Source: an optimization exercise on an open RTL-to-GDS flow (aim: small area). Production flows keep margins and buffers that such runs may drop.
In this exercise RTL edits were held to simulation tests only and were not proved equivalent to the original.
Power and IR drop assume default switching activity.

Setup of try-raven:
## uart
module uart (
    clk,
    reset,
    address,
    chipselect,
    writedata,
    readdata,
    write,
    read,
    uart_clk_out,
    uart_rx,
    uart_tx
);
Size: roughly 1400 cells after synthesis, roughly 490 flip-flops, about 75 I/O pins.
==> module uart, before the edit <==
module uart (
    clk,
    reset,
    address,
    chipselect,
    writedata,
    readdata,
    write,
    read,
    uart_clk_out,
    uart_rx,
    uart_tx
);
    input   clk, reset;
    input            read, write, chipselect;
    input [2:0]      address;
    input [31:0]     writedata;
    output reg [31:0] readdata;
    input        uart_rx;
    output       uart_clk_out;
    output       uart_tx;
    reg [6:0]  STATUS;
    reg [31:0] CONTROL;
    reg [31:0] BRD;
    reg last_write;
    reg last_read;
    reg rdFIFO;
    reg W1C_STROBE;
    reg clr_rxo, clr_txo, clr_fe;
    wire [8:0] rx_head;
    wire [8:0] tx_word;
    wire [2:0] states_txfifo;
    wire [2:0] states_rxfifo;
    wire       FE;
    wire sel = chipselect;
    wire wr_data = write && sel && (address == 3'd0) && !last_write;
    wire wr_stat = write && sel && (address == 3'd1) && !W1C_STROBE;
    wire wr_ctrl = write && sel && (address == 3'd2);
    wire wr_brd  = write && sel && (address == 3'd3);
    wire rd_data = read && sel && (address == 3'd0) && !last_read;
    always @ (posedge clk or posedge reset)
    begin
        if (reset)
        begin
            last_write <= 1'b0;
            last_read  <= 1'b0;
        end
        else
        begin
            last_write <= write;
            last_read  <= read;
        end
    end
    always @ (posedge clk or posedge reset)
    begin
        if (reset)
        begin
            readdata <= 32'b0;
            rdFIFO   <= 1'b0;
        end
        else
        begin
            rdFIFO <= rd_data;
            if (read && sel && (address == 3'd1))
                readdata <= {25'b0, STATUS};
            else if (read && sel && (address == 3'd2))
                readdata <= CONTROL;
            else if (read && sel && (address == 3'd3))
                readdata <= BRD;
            else if (rdFIFO)
                readdata <= {23'b0, states_rxfifo[2] ? 9'b0 : rx_head};
        end
    end
    always @ (posedge clk or posedge reset)
    begin
        if (reset)
            STATUS <= 7'b010_0100;
        else if (W1C_STROBE)
            STATUS <= STATUS & ~{clr_fe, 2'b00, clr_txo, 2'b00, clr_rxo};
        else
            STATUS <= {FE, states_txfifo, states_rxfifo};
    end
    always @ (posedge clk or posedge reset)
    begin
        if (reset)
        begin
            CONTROL    <= 32'd0;
            BRD        <= 32'b0;
            W1C_STROBE <= 1'b0;
            clr_rxo    <= 1'b0;
            clr_txo    <= 1'b0;
            clr_fe     <= 1'b0;
        end
        else
        begin
            W1C_STROBE <= wr_stat && (writedata[0] || writedata[3] || writedata[6] || writedata[7]);
            clr_rxo    <= wr_stat && writedata[0];
            clr_txo    <= wr_stat && writedata[3];
            clr_fe     <= wr_stat && writedata[6];
            if (wr_ctrl)
                CONTROL <= writedata;
            else
                CONTROL[4] <= uart_clk_out;
            if (wr_brd)
                BRD <= writedata;
        end
    end
    wire baud;
    reg  baud_q;
    BAUD_GEN baudGen
    (
        .clk    (clk),
        .enable (CONTROL[3]),
        .reset  (reset),
        .BRD    (BRD),
        .Nout   (baud)
    );
    assign uart_clk_out = baud;
    always @ (posedge clk or posedge reset)
    begin
        if (reset)
            baud_q <= 1'b0;
        else
            baud_q <= baud;
    end
    wire tick = baud && !baud_q;
    wire tx_take;
    reg  tx_take_q;
    reg  rd_tx_fifo;
    wire rx_done;
    reg  rx_done_q;
    reg  wr_rx_fifo;
    always @ (posedge clk or posedge reset)
    begin
        if (reset)
        begin
            tx_take_q   <= 1'b0;
            rd_tx_fifo  <= 1'b0;
            rx_done_q   <= 1'b0;
            wr_rx_fifo  <= 1'b0;
        end
        else
        begin
            tx_take_q   <= tx_take;
            rd_tx_fifo  <= tx_take_q;
            rx_done_q   <= rx_done;
            wr_rx_fifo  <= rx_done_q;
        end
    end
    transmitter tx
    (
        .clk        (clk),
        .reset      (reset),
        .tx_tick    (tick),
        .tx_request (STATUS[5]),
        .tx_data    (tx_word),
        .parityMode (CONTROL[2:1]),
        .wordSize   (CONTROL[0]),
        .tx_take    (tx_take),
        .tx_out     (uart_tx)
    );
    TXFIFO txfifo
    (
        .DataIn   (writedata[8:0]),
        .DataOut  (tx_word),
        .wreq     (wr_data),
        .read     (rd_tx_fifo),
        .clk      (clk),
        .reset    (reset),
        .states   (states_txfifo),
        .ClearOV  (clr_txo)
    );
    wire [8:0] received;
    reciever rx
    (
        .clk        (clk),
        .reset      (reset),
        .rx_tick    (tick),
        .parityMode (CONTROL[2:1]),
        .wordSize   (CONTROL[0]),
        .FE         (FE),
        .clearFE    (clr_fe),
        .rxIn_pin   (uart_rx),
        .rx_done    (rx_done),
        .rx_data    (received)
    );
    FIFO rxfifo
    (
        .DataIn   (received),
        .DataOut  (),
        .Head     (rx_head),
        .write    (wr_rx_fifo),
        .read     (rdFIFO),
        .clk      (clk),
        .reset    (reset),
        .states   (states_rxfifo),
        .ClearOV  (clr_rxo)
    );
endmodule
Settings: LEC_CHECK=0, CAP_MARGIN=20, CORE_MARGIN=2, CORE_UTILIZATION=65, PLACE_DENSITY=0.75, SLEW_MARGIN=20; clock period 10.0 ns.
standard.sh (not shown) runs the stock make flow with config.mk's settings and CLKGATE_MAP_FILE= SYNTH_SCRIPT=/design/flow/synth_recipe.tcl, a recipe that flattens the netlist after the stock synthesis.
==> flow/flow/run.sh <==
#!/bin/bash
# Own layout flow: the standard ORFS flow (standard.sh, the standard flow's synthesis
# script) with these changes:
#  - Yosys's ABC step maps for area (flow/abc_area.script in place of ORFS's
#    abc_speed.script; the registers are mapped before ABC and do not change);
#  - port buffers use the smallest buffer (buf_1) instead of clkdlybuf4s50_1;
#  - clock tree: clkbuf_8 leaf buffers, 18-sink clusters, no dummy loads.
set -euo pipefail
here=$(pwd)
rm -rf "$here/scripts"
cp -r "$FLOW_HOME/scripts" "$here/scripts"
cp "$here/flow/abc_area.script" "$here/scripts/abc_speed.script"
export SCRIPTS_DIR="$here/scripts"
export BUFFER_PORTS_ARGS="-buffer_cell sky130_fd_sc_hd__buf_1"
export CTS_ARGS="-sink_clustering_enable -repair_clock_nets -dont_use_dummy_load -buf_list sky130_fd_sc_hd__clkbuf_8 -sink_clustering_size 18 -sink_clustering_max_diameter 60"
bash standard.sh > standard_flow.log 2>&1
==> flow/flow/abc_area.script <==
strash
dch -f
amap
Relative to try-raven, the following input files were edited for try-sierra:
--- a/flow/design.v
+++ b/flow/design.v
@@ -136,8 +136,56 @@
                     OV <= 1'b0;
             end
         end
 endmodule
+module RXFIFO(
+        output     [8:0] Head,
+        input      [8:0] DataIn,
+        input            read, write, clk, reset, ClearOV,
+        output     [2:0] states
+        );
+        reg [143:0] Ring;             
+        reg [3:0] hp;                 
+        reg [4:0] count;              
+        reg       pend;               
+        reg       OV;
+        wire Empty = (count == 5'd0);
+        wire Full  = count[4];
+        assign states = {Empty, Full, OV};
+        wire do_read  = read && !Empty;
+        wire do_write = write && !Full;
+        wire [3:0] tail = hp + count[3:0];
+        wire put = do_write ? (tail == 4'd15) : (pend && tail == 4'd0);
+        assign Head = (pend && count == 5'd1) ? DataIn : Ring[9*hp +: 9];
+        always @ (posedge clk)
+        begin
+            Ring <= {Ring[134:0], put ? DataIn : Ring[143:135]};
+        end
+        always @ (posedge clk, posedge reset)
+        begin
+            if (reset) begin
+                hp    <= 4'd0;
+                count <= 5'd0;
+                pend  <= 1'b0;
+                OV    <= 1'b0;
+            end
+            else begin
+                hp <= hp + 1'b1 + do_read;
+                if (do_read && !do_write)
+                    count <= count - 1'b1;
+                else if (do_write && !do_read)
+                    count <= count + 1'b1;
+                if (do_write)
+                    pend <= (tail != 4'd15);
+                else if (tail == 4'd0)
+                    pend <= 1'b0;
+                if (write && Full)
+                    OV <= 1'b1;
+                else if (ClearOV)
+                    OV <= 1'b0;
+            end
+        end
+endmodule
 module transmitter (
     input       clk,
     input       reset,
     input       tx_tick,           
@@ -523,12 +571,11 @@
         .rxIn_pin   (uart_rx),
         .rx_done    (rx_done),
         .rx_data    (received)
     );
-    FIFO rxfifo
+    RXFIFO rxfifo
     (
         .DataIn   (received),
-        .DataOut  (),
         .Head     (rx_head),
         .write    (wr_rx_fifo),
         .read     (rdFIFO),
         .clk      (clk),
### Flow results
- Cmp try-sierra and try-raven / global-route usage / lower: try-raven
- From try-raven to try-sierra the numbers moved as follows: portion of the post-synthesis area used by sequential elements shrank by 3.1 points; final worst clock skew grew by 0.017 ns; number of enable flip-flop cells after synthesis shrank by 47%.
- Power ends up lower on try-sierra.
- Compared with try-raven, try-sierra shows maximum number of pins on one net before global-route repair higher by 5.
- try-raven leaves less setup margin than try-sierra.
- Looking at top routing layer in use, the met5 result is from try-raven; the met4 one comes from try-sierra.

port drivers added, routing unchanged:
How much do the figures lean on ideal ports? The routed layouts below were timed once more, with nothing changed but the port constraints. Step 1 (the two cells are an assumption about what drives the block):
set clk [get_ports {clk}]
set_driving_cell -lib_cell sky130_fd_sc_hd__clkbuf_16 $clk
set_driving_cell -lib_cell sky130_fd_sc_hd__buf_2 [delete_from_list [all_inputs] $clk]
Step 2, shift: input delay + t, output delay - t, t = (earliest + latest rising clock arrival at the registers) / 2. This alone moves slack from input paths to output paths. Slacks: ideal ports / drivers / drivers and shift; pairs: ideal ports / drivers.
run	t (ns)	setup WS [ns]	latest minus earliest clock arrival (ns)	worst slew at a driven data input, ns
try-raven	0.599	4.931 / 4.931 / 4.589	0.044 / 0.045	0.08
try-sierra	0.597	4.943 / 4.973 / 4.377	0.059 / 0.059	0.07
After both steps setup and hold are still met in every run listed. The setup slack of try-sierra, which loses most, moves by +0.030 ns with the drivers and by -0.566 ns with both steps.
